This design comes from an exercise in tuning for small area, a short achievable clock period and few clock cycles on the open sky130 flow, not from production work. Where RTL was checked, it was by simulation tests only, not by an equivalence proof against the original.

==> inputs of ember <==
==> flow/design.v (excerpt) <==
module processor(
  input wire clk, reset,
  input wire op,  
  input wire [7:0] in_data,
  input wire user_write_memory,
  input wire [7:0] user_address,
  output wire [7:0] out_data,  
  output wire done             
);
make LEC_CHECK=0 CAP_MARGIN=20 CORE_MARGIN=2 CORE_UTILIZATION=50 PLACE_DENSITY=0.6 SETUP_SLACK_MARGIN=4 SLEW_MARGIN=20 finish   # period 12.5 ns
run.sh (not shown) runs the stock make flow with config.mk's settings and CLKGATE_MAP_FILE= SYNTH_SCRIPT=/design/flow/synth_recipe.tcl, a recipe that flattens the netlist after the stock synthesis.
==> inputs of maple, as changes to ember <==
--- a/flow/design.v
+++ b/flow/design.v
@@ -62,17 +62,17 @@
   assign q = {qh, ql};
 endmodule
 module execute(
   input wire [7:0] ra, rb, rc, rd,
   input wire [23:0] w,               
   input wire [3:0] u1a, u1b,
   input wire [1:0] u1op,
   input wire [3:0] u2a, u2b,
-  input wire u2sub, u2mul,
+  input wire u2sub,
   input wire [3:0] ta, tb, tc, td, s0t, s1t,
   output wire [7:0] na, nb, nc, nd, s0d, s1d
 );
   localparam [3:0] T_U1 = 4'd7, T_U2 = 4'd8;
   function [7:0] early;
     input [3:0] t;
     input [7:0] a, b, c, d;
     input [23:0] w;
@@ -88,32 +88,28 @@
       endcase
     end
   endfunction
   wire [7:0] x1a = early(u1a, ra, rb, rc, rd, w);
   wire [7:0] x1b = early(u1b, ra, rb, rc, rd, w);
   wire [7:0] dv = u1b[1] ? (u1b[0] ? rd : rc) : rb;
   wire [7:0] q;
   div8 divider(.a(ra), .d(dv), .q(q));
-  reg [7:0] u1m;
+  reg [7:0] u1;
   always @* begin
-    case (u1op[1:0])
-      2'd0: u1m = x1a + x1b;
-      2'd1: u1m = x1a - x1b;
-      default: u1m = x1a * x1b;
+    case (u1op)
+      2'd0: u1 = x1a + x1b;
+      2'd1: u1 = x1a - x1b;
+      2'd2: u1 = x1a * x1b;
+      default: u1 = q;
     endcase
   end
-  wire [7:0] u1 = (u1op == 2'd3) ? q : u1m;
-  wire [7:0] e2a = early(u2a, ra, rb, rc, rd, w);
-  wire [7:0] e2b = early(u2b, ra, rb, rc, rd, w);
-  wire [7:0] x2a = (u2a == T_U1) ? u1 : e2a;
-  wire [7:0] x2b = (u2b == T_U1) ? u1 : e2b;
-  wire [7:0] m2a = (u2a == T_U1) ? u1m : e2a;
-  wire [7:0] m2b = (u2b == T_U1) ? u1m : e2b;
-  wire [7:0] u2 = u2mul ? m2a * m2b : u2sub ? x2a - x2b : x2a + x2b;
+  wire [7:0] x2a = (u2a == T_U1) ? u1 : early(u2a, ra, rb, rc, rd, w);
+  wire [7:0] x2b = (u2b == T_U1) ? u1 : early(u2b, ra, rb, rc, rd, w);
+  wire [7:0] u2 = u2sub ? x2a - x2b : x2a + x2b;
   function [7:0] pick;
     input [3:0] t;
     input [7:0] e, r1, r2;
     begin
       pick = (t == T_U2) ? r2 : (t == T_U1) ? r1 : e;
     end
   endfunction
   assign na = pick(ta, early(ta, ra, rb, rc, rd, w), u1, u2);
@@ -141,41 +137,40 @@
   input wire [63:0] win_all,      
   input wire [4:0] row_lo,        
   input wire [4:0] row_hi,        
   output wire [8:1] len_oh,       
   output wire halt,
   output wire [3:0] u1a, u1b,     
   output wire [1:0] u1op,         
   output wire [3:0] u2a, u2b,     
-  output wire u2sub, u2mul,
+  output wire u2sub,
   output wire [3:0] ta, tb, tc, td,  
   output wire [23:0] imm,         
   output wire s0v, s1v,           
   output wire [7:0] s0a, s1a,
   output wire [3:0] s0t, s1t
 );
   localparam [3:0] T_U1 = 4'd7, T_U2 = 4'd8;
   wire [7:0] win [0:8];
   genvar j, r, k;
   generate for (j = 0; j < 8; j = j + 1) begin: wb
     assign win[j] = win_all[8*j +: 8];
   end endgenerate
   assign win[8] = 8'd0;
-  wire [7:0] len2, is_mov, is_alu, is_as, is_mul, is_mvi, is_st, is_halt, is_div;
+  wire [7:0] len2, is_mov, is_alu, is_as, is_mvi, is_st, is_halt, is_div;
   wire [3:0] wr [0:7];    
   wire [3:0] rd [0:7];    
   wire [1:0] aop [0:7];
   generate for (j = 0; j < 8; j = j + 1) begin: dc
     wire [7:0] o = win[j];
     assign len2[j]    = (o[7:3] == 5'b00011);
     assign is_mov[j]  = (o <= 8'h0b);
     assign is_alu[j]  = (o >= 8'h0c) && (o <= 8'h17);
     assign is_as[j]   = (o >= 8'h0c) && (o <= 8'h11);
-    assign is_mul[j]  = (o >= 8'h12) && (o <= 8'h14);
     assign is_div[j]  = (o >= 8'h15) && (o <= 8'h17);
     assign is_mvi[j]  = (o[7:2] == 6'b000110);
     assign is_st[j]   = (o[7:2] == 6'b000111);
     assign is_halt[j] = (o == 8'hff);
     reg [3:0] w, s;
     always @* begin
       w = 4'b0000; s = 4'b0000;
       if (o <= 8'h0b) begin
@@ -213,39 +208,32 @@
   wire [7:0] st;
   assign st[0] = 1'b1;
   generate for (j = 1; j < 8; j = j + 1) begin: sc
     assign st[j] = ~(st[j-1] & len2[j-1]);
   end endgenerate
   wire [7:0] alu_s = st & is_alu;
   wire [7:0] st_s  = st & is_st;
   wire [7:0] mvi_s = st & is_mvi;
-  wire [7:0] alu_ge1, alu_ge2, st_ge1, st_ge2, mvi_ge1, mvi_ge2, mvi_ge3, div_ge1;
+  wire [7:0] alu_ge1, alu_ge2, st_ge1, st_ge2, mvi_ge1, mvi_ge2, mvi_ge3;
   wire [3:0] wb4 [0:7];
   assign alu_ge1[0] = 1'b0; assign alu_ge2[0] = 1'b0;
   assign st_ge1[0]  = 1'b0; assign st_ge2[0]  = 1'b0;
   assign mvi_ge1[0] = 1'b0; assign mvi_ge2[0] = 1'b0; assign mvi_ge3[0] = 1'b0;
-  assign div_ge1[0] = 1'b0;
   assign wb4[0] = 4'b0000;
   generate for (j = 1; j < 8; j = j + 1) begin: cnt
     assign alu_ge1[j] = alu_ge1[j-1] | alu_s[j-1];
     assign alu_ge2[j] = alu_ge2[j-1] | (alu_ge1[j-1] & alu_s[j-1]);
     assign st_ge1[j]  = st_ge1[j-1] | st_s[j-1];
     assign st_ge2[j]  = st_ge2[j-1] | (st_ge1[j-1] & st_s[j-1]);
     assign mvi_ge1[j] = mvi_ge1[j-1] | mvi_s[j-1];
     assign mvi_ge2[j] = mvi_ge2[j-1] | (mvi_ge1[j-1] & mvi_s[j-1]);
     assign mvi_ge3[j] = mvi_ge3[j-1] | (mvi_ge2[j-1] & mvi_s[j-1]);
-    assign div_ge1[j] = div_ge1[j-1] | (alu_s[j-1] & is_div[j-1]);
     assign wb4[j] = wb4[j-1] | ({4{st[j-1]}} & wr[j-1]);
   end endgenerate
-  wire [3:0] w2 [0:7];
-  assign w2[0] = 4'b0000;
-  generate for (j = 1; j < 8; j = j + 1) begin: w2c
-    assign w2[j] = w2[j-1] | ({4{st[j-1] & (alu_ge2[j-1] | (alu_ge1[j-1] & alu_s[j-1]))}} & wr[j-1]);
-  end endgenerate
   wire [7:0] smc;
   generate for (j = 0; j < 8; j = j + 1) begin: sm
     assign smc[j] = (win[j+1][7:3] == row_lo) | (win[j+1][7:3] == row_hi);
   end endgenerate
   wire [7:0] bank_clash;
   generate for (j = 0; j < 8; j = j + 1) begin: bc
     if (j < 2) begin: n
       assign bank_clash[j] = 1'b0;
@@ -257,19 +245,17 @@
       assign bank_clash[j] = |hit;
     end
   end endgenerate
   wire [7:0] cb, ca;
   generate for (j = 0; j < 8; j = j + 1) begin: cut
     wire nofit = (j == 7) & len2[j];
     wire div_late = is_div[j] & (wb4[j][0] | |(wb4[j] & rd[j]));
     assign cb[j] = st[j] & (nofit
-                   | (is_st[j] & |(w2[j] & rd[j]))
-                   | (is_alu[j] & (alu_ge2[j] | div_late
-                                   | (alu_ge1[j] & (is_div[j] | (is_mul[j] & div_ge1[j])))))
+                   | (is_alu[j] & (alu_ge2[j] | (alu_ge1[j] & ~is_as[j]) | div_late))
                    | (is_st[j] & (st_ge2[j] | bank_clash[j]))
                    | (is_mvi[j] & mvi_ge3[j]));
     assign ca[j] = st[j] & (is_halt[j] | (is_st[j] & smc[j]));
   end endgenerate
   wire [8:1] bnd;
   generate for (j = 1; j <= 8; j = j + 1) begin: bd
     wire b_cb = (j < 8) ? cb[(j < 8) ? j : 0] : 1'b1;
     wire b_c1 = ca[j-1] & ~len2[j-1];
@@ -320,46 +306,45 @@
   wire [7:0] second_alu = alu_s & alu_ge1 & ~alu_ge2;
   wire [7:0] first_st   = st_s & ~st_ge1;
   wire [7:0] second_st  = st_s & st_ge1 & ~st_ge2;
   wire [7:0] mvi0 = mvi_s & ~mvi_ge1;
   wire [7:0] mvi1 = mvi_s & mvi_ge1 & ~mvi_ge2;
   wire [7:0] mvi2 = mvi_s & mvi_ge2 & ~mvi_ge3;
   reg [3:0] r_u1a, r_u1b, r_u2a, r_u2b, r_s0t, r_s1t;
   reg [1:0] r_u1op;
-  reg       r_u2sub, r_u2mul, r_s0v, r_s1v, r_halt;
+  reg       r_u2sub, r_s0v, r_s1v, r_halt;
   reg [7:0] r_s0a, r_s1a;
   reg [23:0] r_imm;
   always @* begin
     r_u1a = 4'd0; r_u1b = 4'd0; r_u2a = 4'd0; r_u2b = 4'd0;
-    r_s0t = 4'd0; r_s1t = 4'd0; r_u1op = 2'd0; r_u2sub = 1'b0; r_u2mul = 1'b0;
+    r_s0t = 4'd0; r_s1t = 4'd0; r_u1op = 2'd0; r_u2sub = 1'b0;
     r_s0v = 1'b0; r_s1v = 1'b0; r_halt = 1'b0;
     r_s0a = 8'd0; r_s1a = 8'd0; r_imm = 24'd0;
     for (i = 0; i < 8; i = i + 1) begin
       r_u1a = r_u1a | ({4{first_alu[i]}} & t[i][0]);
       r_u1b = r_u1b | ({4{first_alu[i]}} & srct[i]);
       r_u1op = r_u1op | ({2{first_alu[i]}} & aop[i]);
       r_u2a = r_u2a | ({4{second_alu[i]}} & t[i][0]);
       r_u2b = r_u2b | ({4{second_alu[i]}} & srct[i]);
-      r_u2sub = r_u2sub | (second_alu[i] & (aop[i] == 2'd1));
-      r_u2mul = r_u2mul | (second_alu[i] & (aop[i] == 2'd2));
+      r_u2sub = r_u2sub | (second_alu[i] & aop[i][0]);
       r_s0t = r_s0t | ({4{first_st[i]}} & srct[i]);
       r_s0a = r_s0a | ({8{first_st[i]}} & win[i+1]);
       r_s0v = r_s0v | (first_st[i] & inc[i]);
       r_s1t = r_s1t | ({4{second_st[i]}} & srct[i]);
       r_s1a = r_s1a | ({8{second_st[i]}} & win[i+1]);
       r_s1v = r_s1v | (second_st[i] & inc[i]);
       r_imm[7:0]   = r_imm[7:0]   | ({8{mvi0[i]}} & win[i+1]);
       r_imm[15:8]  = r_imm[15:8]  | ({8{mvi1[i]}} & win[i+1]);
       r_imm[23:16] = r_imm[23:16] | ({8{mvi2[i]}} & win[i+1]);
       r_halt = r_halt | (is_halt[i] & inc[i]);
     end
   end
   assign u1a = r_u1a; assign u1b = r_u1b; assign u1op = r_u1op;
-  assign u2a = r_u2a; assign u2b = r_u2b; assign u2sub = r_u2sub; assign u2mul = r_u2mul;
+  assign u2a = r_u2a; assign u2b = r_u2b; assign u2sub = r_u2sub;
   assign s0t = r_s0t; assign s1t = r_s1t;
   assign s0v = r_s0v; assign s1v = r_s1v;
   assign s0a = r_s0a; assign s1a = r_s1a;
   assign imm = r_imm;
   assign halt = r_halt;
 endmodule
 module processor(
   input wire clk, reset,
@@ -377,29 +362,29 @@
   reg [63:0] rb0, rb1;
   reg [7:0]  rv0, rv1;    
   reg        g_valid;
   reg        g_halt;
   reg [23:0] g_imm;       
   reg [3:0]  g_u1a, g_u1b;
   reg [1:0]  g_u1op;
   reg [3:0]  g_u2a, g_u2b;
-  reg        g_u2sub, g_u2mul;
+  reg        g_u2sub;
   reg [3:0]  g_ta, g_tb, g_tc, g_td;
   reg        g_s0v, g_s1v;
   reg [7:0]  g_s0a, g_s1a;
   reg [3:0]  g_s0t, g_s1t;
   wire [4:0] row0 = pc[7:3];
   wire [4:0] row1 = row0 + 5'd1;
   wire [4:0] row2 = row0 + 5'd2;
   wire [7:0] a_new, b_new, c_new, d_new, s0d, s1d;
   execute ex(
     .ra(reg_a), .rb(reg_b), .rc(reg_c), .rd(reg_d), .w(g_imm),
     .u1a(g_u1a), .u1b(g_u1b), .u1op(g_u1op),
-    .u2a(g_u2a), .u2b(g_u2b), .u2sub(g_u2sub), .u2mul(g_u2mul),
+    .u2a(g_u2a), .u2b(g_u2b), .u2sub(g_u2sub),
     .ta(g_ta), .tb(g_tb), .tc(g_tc), .td(g_td), .s0t(g_s0t), .s1t(g_s1t),
     .na(a_new), .nb(b_new), .nc(c_new), .nd(d_new), .s0d(s0d), .s1d(s1d)
   );
   wire all0 = &rv0;
   wire all1 = &rv1;
   wire [4:0] frow = ~all0 ? row0 : ~all1 ? row1 : row2;
   wire [4:0] rrow = op ? frow : user_address[7:3];
   wire [7:0] cw0 = {8{g_valid & g_s0v}} & (8'd1 << g_s0a[2:0]);
@@ -418,26 +403,26 @@
   wire [2:0] pcl = pc[2:0];
   wire [127:0] rbuf = {rb1, rb0};
   wire [63:0] win_all = rbuf[{pcl, 3'b000} +: 64];
   wire [8:1] f_len_oh;
   wire [23:0] f_imm;
   wire       f_halt;
   wire [3:0] f_u1a, f_u1b, f_u2a, f_u2b;
   wire [1:0] f_u1op;
-  wire       f_u2sub, f_u2mul;
+  wire       f_u2sub;
   wire [3:0] f_ta, f_tb, f_tc, f_td;
   wire       f_s0v, f_s1v;
   wire [7:0] f_s0a, f_s1a;
   wire [3:0] f_s0t, f_s1t;
   group_decoder dec(
     .win_all(win_all), .row_lo(row0), .row_hi(row1),
     .len_oh(f_len_oh), .halt(f_halt), .imm(f_imm),
     .u1a(f_u1a), .u1b(f_u1b), .u1op(f_u1op),
-    .u2a(f_u2a), .u2b(f_u2b), .u2sub(f_u2sub), .u2mul(f_u2mul),
+    .u2a(f_u2a), .u2b(f_u2b), .u2sub(f_u2sub),
     .ta(f_ta), .tb(f_tb), .tc(f_tc), .td(f_td),
     .s0v(f_s0v), .s1v(f_s1v), .s0a(f_s0a), .s1a(f_s1a), .s0t(f_s0t), .s1t(f_s1t)
   );
   wire hz0 = g_s0v & ((g_s0a[7:3] == row0) | (g_s0a[7:3] == row1) | (g_s0a[7:3] == row2));
   wire hz1 = g_s1v & ((g_s1a[7:3] == row0) | (g_s1a[7:3] == row1) | (g_s1a[7:3] == row2));
   wire hz = g_valid & (hz0 | hz1);
   wire f_run = op & ~f_halted & ~done_r;
   wire f_go = f_run & all0 & all1 & ~hz;
@@ -498,15 +483,15 @@
         if (snoop1[y]) rb1[8*y +: 8] <= in_data;
       end
     end
   end endgenerate
   always @(posedge clk) begin
     g_halt <= f_halt;
     g_imm <= f_imm;
     g_u1a <= f_u1a; g_u1b <= f_u1b; g_u1op <= f_u1op;
-    g_u2a <= f_u2a; g_u2b <= f_u2b; g_u2sub <= f_u2sub; g_u2mul <= f_u2mul;
+    g_u2a <= f_u2a; g_u2b <= f_u2b; g_u2sub <= f_u2sub;
     g_ta <= f_ta; g_tb <= f_tb; g_tc <= f_tc; g_td <= f_td;
     g_s0v <= f_s0v; g_s0a <= f_s0a; g_s0t <= f_s0t;
     g_s1v <= f_s1v; g_s1a <= f_s1a; g_s1t <= f_s1t;
   end
   assign done = done_r;
 endmodule
==> flow_summary.ini <==
[worst_setup_path]
worst_r2r_startpoint = reg_d[0]
crit_cells = 41

[timing]
relSlewSlack_pct = 5.520

[global_routing]
use_met1_pct = 48.25
grt_max_degree = 106

[detailed_routing]
routed_wl_mm = 467.8
wl_per_cell_microns = 34.63

[status]
outcome = finished clean

[finish]
postLayoutCellArea_sq_um = 142000
# the run above: maple

==> flow_summary.ini <==
[job]
maxCapViolCount = 0

[status]
outcome = finished clean

[floorplan]
io_pins = 29

[global_routing]
grt_max_degree = 97

[synth]
post_synth_mux_area_share_pct = 14.47

[worst_setup_path]
worst_r2r_startpoint = g_imm[11]

[finish]
postLayoutCellArea_sq_um = 148000

[detailed_routing]
routed_wl_mm = 494.0
wl_per_cell_microns = 34.87

[timing]
relSlewSlack_pct = 15.80
# the run above: ember

Testbench counts of maple, summed over its fixed seeds: cycles 1,471.
For ember, only the layout was checked, not whether the RTL still works.

[re-timing with driven ports]
The results above use ideal ports. As a check the final layouts listed here were re-extracted and re-timed, cells and wires unchanged.
Step 1 sets driving cells, clkbuf_16 on the clock port and buf_2 on the other inputs (assumed; they add their load-dependent delay and slew).
Step 2, shift: input delay + t, output delay - t, t = (earliest + latest rising clock arrival at the registers) / 2. This alone moves slack from input paths to output paths.
a / b / c = no drivers / after step 1 / after step 2; a / b = the first two.
| run | shift t [ns] | slack for setup (ns) | worst hold slack (ns) |
|---|---|---|---|
| ember | 0.976 | 3.585 / 3.585 / 3.585 | 0.490 / 0.490 / 0.490 |
| maple | 0.972 | 3.818 / 3.818 / 3.818 | 0.500 / 0.500 / 0.500 |
After both steps every run listed still meets setup and hold.
